This is an optimization exercise on Yosys and OpenROAD, whose aim is small area, not a production implementation.
The RTL was checked by simulation tests, not by an equivalence proof against the original design.

Setup of job 9108:
==> flow/design.v (excerpt) <==
module SimulatedDevice(
    input[1:0] global_state,
    input sys_clk,
    input rx,
    output tx,
    input turn_left_signal,
    input turn_right_signal,
    input move_forward_signal,
    input move_backward_signal,
    input place_barrier_signal,
    input destroy_barrier_signal,
    input rst,
    input clutch,
    input throttle,
    input brake,
    input power_on,
    input power_off,
    output front_detector,
    output back_detector,
    output left_detector,
    output right_detector,
    output move_backward_light,
    output move_forward_light,
    output turn_left_light,
    output turn_right_light,
    output power_light,
    output reg [2:0] state_light,
    output [3:0] moving_light,
    output [7:0] seg1,
    output [7:0] seg2,
    output [7:0] an
    );
    localparam [3:0] NON_MOVING = 4'b0000, MOVE_FORWARD = 4'b0001,
                     MOVE_BACK = 4'b0010, TURN_LEFT = 4'b0100, TURN_RIGHT = 4'b1000;
    reg [6:0] g;
    reg [1:0] m3;
    wire [7:0] g_t;        
    assign g_t[0] = 1'b1;
    genvar gi;
    generate for (gi = 1; gi < 8; gi = gi + 1) begin : gt
        assign g_t[gi] = g_t[gi-1] & g[gi-1];
    end endgenerate
    always @(posedge sys_clk) begin
        g <= rst ? 7'd16 : (g ^ g_t[6:0]);
        m3 <= rst ? 2'd3 : g_t[7] ? {~m3[1] & m3[0], ~(m3[1] ^ m3[0])} : m3;
    end
    wire even     = ~g[0];                  
    wire tick_ms  = (g[4:0] == 5'd31);      
    wire tick_20  = (g == 7'd79);           
    wire tick_div = (g[3:0] == 4'h7);       
    reg power1;
    reg [1:0] temp_state;
    localparam [2:0] E_A = 3'd0, E_B = 3'd1, E_C = 3'd3, E_H = 3'd2,
                     E_D = 3'd4, E_E = 3'd6, E_F = 3'd5, E_G = 3'd7;
    reg [2:0] e;
    wire [1:0] state = (e == E_A) ? 2'b00 : (e == E_B || e == E_C) ? 2'b01 :
                       (e == E_H) ? 2'b11 : 2'b10;
    wire [3:0] moving_state = {e == E_G, e == E_F, e == E_E, e == E_C || e == E_D || e == E_H};
    wire power = power1;
    assign power_light = power1;
    assign moving_light = moving_state;
    assign move_backward_light = 1'b0;
    assign move_forward_light = 1'b0;
    wire [3:0] rec;
    assign front_detector = rec[0];
    assign left_detector  = rec[1];
    assign right_detector = rec[2];
    assign back_detector  = rec[3];
    wire [3:0] D;
  ...
==> flow/config.mk <==
export PLATFORM = sky130hd
export DESIGN_NAME = SimulatedDevice
export DESIGN_NICKNAME = SimulatedDevice
export VERILOG_FILES = /design/flow/design.v
export SDC_FILE = /design/flow/constraint.sdc
export NUM_CORES = 4
export LEC_CHECK = 0
export CAP_MARGIN = 20
export CORE_MARGIN = 2
export CORE_UTILIZATION = 40
export SLEW_MARGIN = 20
==> flow/constraint.sdc <==
create_clock -name core_clock -period 25.0 [get_ports {sys_clk}]
set_input_delay 5.0000 -clock core_clock [delete_from_list [all_inputs] [get_ports {sys_clk}]]
set_output_delay 5.0000 -clock core_clock [all_outputs]
set_load 0.01 [all_outputs]
standard.sh (not shown) runs the stock make flow with config.mk's settings and CLKGATE_MAP_FILE= SYNTH_SCRIPT=/design/flow/synth_recipe.tcl, a recipe that flattens the netlist after the stock synthesis.
==> flow/flow/run.sh <==
#!/bin/bash
# Own layout flow: the standard synthesis; then the combinational logic
# re-mapped for area with a few ABC scripts (flip-flops untouched), keeping
# the smallest mapping that is proven equivalent to the standard netlist;
# then the standard layout with small port buffers and a small clock tree.
set -uo pipefail
WORK=$(pwd)
PLAT=${FLOW_PLATFORM:-sky130hd}
RES=$WORK/orfs/results/$PLAT/SimulatedDevice/base
LIB=$FLOW_HOME/platforms/$PLAT/lib/sky130_fd_sc_hd__tt_025C_1v80.lib
YOSYS=yosys
[ -x "$FLOW_HOME/../tools/install/yosys/bin/yosys" ] && YOSYS=$FLOW_HOME/../tools/install/yosys/bin/yosys

bash standard.sh synth > $WORK/flow_synth.log 2>&1 || exit 1
cp $RES/1_2_yosys.v $WORK/std_netlist.v
python3 $WORK/flow/cutff.py $WORK/std_netlist.v $WORK/cut_std.v || exit 1

DU=""
for c in $(sed -n '/^export DONT_USE_CELLS/,/^$/p' $FLOW_HOME/platforms/$PLAT/config.mk | grep -o "sky130_fd_sc_hd__[a-z0-9_]*"); do DU="$DU -dont_use $c"; done
SEQ=$(grep -oE "sky130_fd_sc_hd__(e?df|sdf|sedf|dl|conb)[a-z0-9_]*" $WORK/std_netlist.v | sort -u | tr '\n' ' ')
FFS_STD=$(grep -oE "sky130_fd_sc_hd__(e?df|sdf|sedf)[a-z0-9_]* +[^ ]+" $WORK/std_netlist.v | sort | md5sum)

best=""
best_area=""
remap_one() {
  local s=$1
  cat > $WORK/remap_$s.ys <<EOF
read_liberty -ignore_miss_func $LIB
blackbox $SEQ
read_verilog $WORK/std_netlist.v
hierarchy -top $FLOW_TOP
flatten
opt_clean
abc -script $WORK/flow/remap_$s.abc -liberty $LIB $DU -D 25000
opt_clean -purge
hilomap -singleton -hicell sky130_fd_sc_hd__conb_1 HI -locell sky130_fd_sc_hd__conb_1 LO
splitnets
opt_clean -purge
tee -o $WORK/remap_$s.stat stat -liberty $LIB
write_verilog -noattr -noexpr -nohex -nodec -selected $WORK/remap_all_$s.v
EOF
  $YOSYS -s $WORK/remap_$s.ys > $WORK/flow_remap_$s.log 2>&1 || return 1
  python3 - $WORK/remap_all_$s.v $WORK/remap_$s.v $FLOW_TOP <<'P' || return 1
import sys,re
t=open(sys.argv[1]).read()
m=re.search(r'module '+sys.argv[3]+r'\b.*?endmodule',t,re.S)
open(sys.argv[2],'w').write(m.group(0)+'\n')
P
  # same flip-flop instances as the standard netlist
  [ "$FFS_STD" = "$(grep -oE "sky130_fd_sc_hd__(e?df|sdf|sedf)[a-z0-9_]* +[^ ]+" $WORK/remap_$s.v | sort | md5sum)" ] || return 1
  # combinational equivalence, every flip-flop cut into ports
  python3 $WORK/flow/cutff.py $WORK/remap_$s.v $WORK/cut_remap_$s.v || return 1
  cat > $WORK/equiv_$s.ys <<EOF
read_liberty -ignore_miss_func $LIB
read_verilog $WORK/cut_std.v
hierarchy -top $FLOW_TOP
flatten
rename $FLOW_TOP gold
design -stash gold
read_liberty -ignore_miss_func $LIB
read_verilog $WORK/cut_remap_$s.v
hierarchy -top $FLOW_TOP
flatten
rename $FLOW_TOP gate
design -stash gate
design -copy-from gold -as gold gold
design -copy-from gate -as gate gate
miter -equiv -flatten -make_assert gold gate miter
hierarchy -top miter
sat -verify -prove-asserts miter
EOF
  $YOSYS -s $WORK/equiv_$s.ys > $WORK/flow_equiv_$s.log 2>&1 || return 1
  touch $WORK/remap_$s.ok
}
ALL="w1 w2 w3 w5 w7 w11 w13 w17 y1 y2 y3 y5 y7 y11 y13 y17 n1 n2 n3 n5 n7 n11 n13 n17"
set -- $ALL
while [ $# -gt 0 ]; do
  for i in 1 2 3 4; do
    [ $# -gt 0 ] || break
    remap_one $1 &
    shift
  done
  wait
done
for s in $ALL; do
  [ -f $WORK/remap_$s.ok ] || continue
  area=$(grep "Chip area" $WORK/remap_$s.stat | awk '{print $NF}')
  echo "script $s: area $area, equivalent" >> $WORK/flow_choice.log
  if [ -z "$best" ] || python3 -c "import sys; sys.exit(0 if float('$area') < float('$best_area') else 1)"; then
    best=$s; best_area=$area
  fi
done
if [ -n "$best" ]; then
  echo "using re-mapped netlist $best ($best_area)" >> $WORK/flow_choice.log
  cp $WORK/remap_$best.v $RES/1_2_yosys.v
  touch $RES/1_2_yosys.v
else
  echo "using standard netlist" >> $WORK/flow_choice.log
fi

bash standard.sh \
  BUFFER_PORTS_ARGS="-buffer_cell sky130_fd_sc_hd__buf_1" \
  CTS_ARGS="-sink_clustering_enable -repair_clock_nets -dont_use_dummy_load -buf_list {sky130_fd_sc_hd__clkbuf_4 sky130_fd_sc_hd__clkbuf_8}" \
  finish > $WORK/flow_layout.log 2>&1
Other scripts of this flow, unchanged in this note and not shown: flow/flow/cutff.py, flow/flow/remap_n1.abc, flow/flow/remap_n11.abc, flow/flow/remap_n13.abc, flow/flow/remap_n17.abc, flow/flow/remap_n2.abc, flow/flow/remap_n3.abc, flow/flow/remap_n5.abc, flow/flow/remap_n7.abc, flow/flow/remap_w1.abc, flow/flow/remap_w11.abc, flow/flow/remap_w13.abc, flow/flow/remap_w17.abc, flow/flow/remap_w2.abc, flow/flow/remap_w3.abc, flow/flow/remap_w5.abc, flow/flow/remap_w7.abc, flow/flow/remap_y1.abc, flow/flow/remap_y11.abc, flow/flow/remap_y13.abc, flow/flow/remap_y17.abc, flow/flow/remap_y2.abc, flow/flow/remap_y3.abc, flow/flow/remap_y5.abc, flow/flow/remap_y7.abc
Changes in job 2454 relative to job 9108:
diff --git a/flow/design.v b/flow/design.v
--- a/flow/design.v
+++ b/flow/design.v
@@ -185,25 +185,28 @@
     wire manual_poff = ~manual_power;
     wire off_req = power_off | ((global_state == 2'b00) & ~power_on & manual_poff) | gs_chg;
     wire r1000 = R[12];
     wire activate = man_act;
     wire moving = moving_state[0] | moving_state[1];
     reg r_clr, r_inc;
     always @(*) begin
         r_clr = 1'b0;
         r_inc = 1'b0;
-        if (rst | (power1 & ~activate)) r_clr = 1'b1;
+        if (rst) r_clr = 1'b1;
         else if (tick_ms) begin
             if (power1) r_clr = off_req;
             else if (gs_chg | (power_on & r1000) | (~power_on & (global_state == 2'b00))) r_clr = 1'b1;
             else r_inc = power_on;
         end
-        else if (even & power1) r_inc = moving;
+        else if (even & power1) begin
+            r_clr = ~activate;
+            r_inc = activate & moving;
+        end
     end
     always @(posedge sys_clk)
         R <= r_clr ? 28'd0 : (R ^ ({28{r_inc}} & R_inc));
     always @(posedge sys_clk) begin
         if (rst) begin
             power1 <= 1'b0;
             temp_state <= 2'b00;
         end
         else if (tick_ms) begin
@@ -272,27 +275,26 @@
         if (rst) rxd1 <= 1'b1;
         else if (even) begin
             if (p_idle) begin
                 rxd1 <= rx;
                 rxd2 <= rxd1;
             end
             if (P[3:0] == 4'hf && P[7:4] != 4'd0 && P[7:4] <= 4'd4) dsh <= {rx, dsh[3:1]};
         end
     end
-    wire p_end = P[7] & P[5] & P[4];       
-    wire p_jump = rst | (even & ((P == 8'd15) | p_end));
+    wire p_jump = rst | (even & ((P == 8'd15) | (P == 8'd176)));
     wire [7:0] p_to = rst ? 8'd5 : (P == 8'd15) ? (edge_s ? 8'd16 : 8'd17) : 8'd5;
     wire [7:0] p_t;
     assign p_t[0] = even & ~(p_idle & ((P == 8'd5) ^ edge_s));
     genvar pi;
     generate for (pi = 1; pi < 8; pi = pi + 1) begin : pt
         assign p_t[pi] = p_t[pi-1] & P[pi-1];
     end endgenerate
     always @(posedge sys_clk)
         P <= p_jump ? p_to : (P ^ p_t);
-    wire d_new = P[7] & P[5] & ~P[4] & (P[3:0] == 4'd2) & ~even;    
+    wire d_new = (P == 8'd162) & ~even;
     always @(posedge sys_clk)
         if (rst) dprev <= 4'd0;
         else if (d_new) dprev <= dsh;
     assign rec = d_new ? dsh : dprev;
     assign D = dprev;
 endmodule
- Looking at met2 capacity usage during global routing, job 2454 sits 0.16 points above job 9108.
- Cell area after synthesis essentially unchanged between job 2454 and job 9108.
- Job 2454 vs job 9108: first-iteration DRC count down slightly
- Job 2454 went all the way through the flow, and no timing, DRC or antenna check failed.
- Compared with job 9108, job 2454 shows final worst-path cycle share higher by 0.65 points.
- Count of port buffers added during placement: job 9108 vs job 2454 identical
- NOTE wire length per cell after detailed routing job 9108->job 2454 increased slightly
- Area after detailed placement delta (job 9108 -> job 2454): insignificant
- NOTE synthesized cell count job 9108->job 2454 decreased slightly
- Diff job 9108 -> job 2454: final period demand of the worst path higher, area added between synthesis and finish stayed essentially flat.

[afterwards: timing with drivers on the ports]
The results above use ideal ports. As a check the final layouts listed here were re-extracted and re-timed, cells and wires unchanged.
Step 1 (the two cells are an assumption about what drives the block):
set clk [get_ports {sys_clk}]
set_driving_cell -lib_cell sky130_fd_sc_hd__clkbuf_16 $clk
set_driving_cell -lib_cell sky130_fd_sc_hd__buf_2 [delete_from_list [all_inputs] $clk]
Step 2 also shifts input and output timing later by t, the mid clock arrival at the registers, as if the neighbouring blocks saw the same clock.
Three values: no drivers, after step 1, after step 2; two values: the first two.
run | shift t [ns] | setup WS [ns] | worst setup path after step 2 | clock arrival spread, ns | worst slew at a driven data input, ns
job 9108 | 0.385 | 13.276 / 13.246 / 13.246 | input to output | 0.028 / 0.028 | 0.04
job 2454 | 0.393 | 13.113 / 13.093 / 13.093 | input to output | 0.023 / 0.024 | 0.05
After both steps setup and hold are still met in every run listed. For job 9108, which loses most, drivers alone change the setup slack by -0.030 ns; drivers and shift together by -0.030 ns.
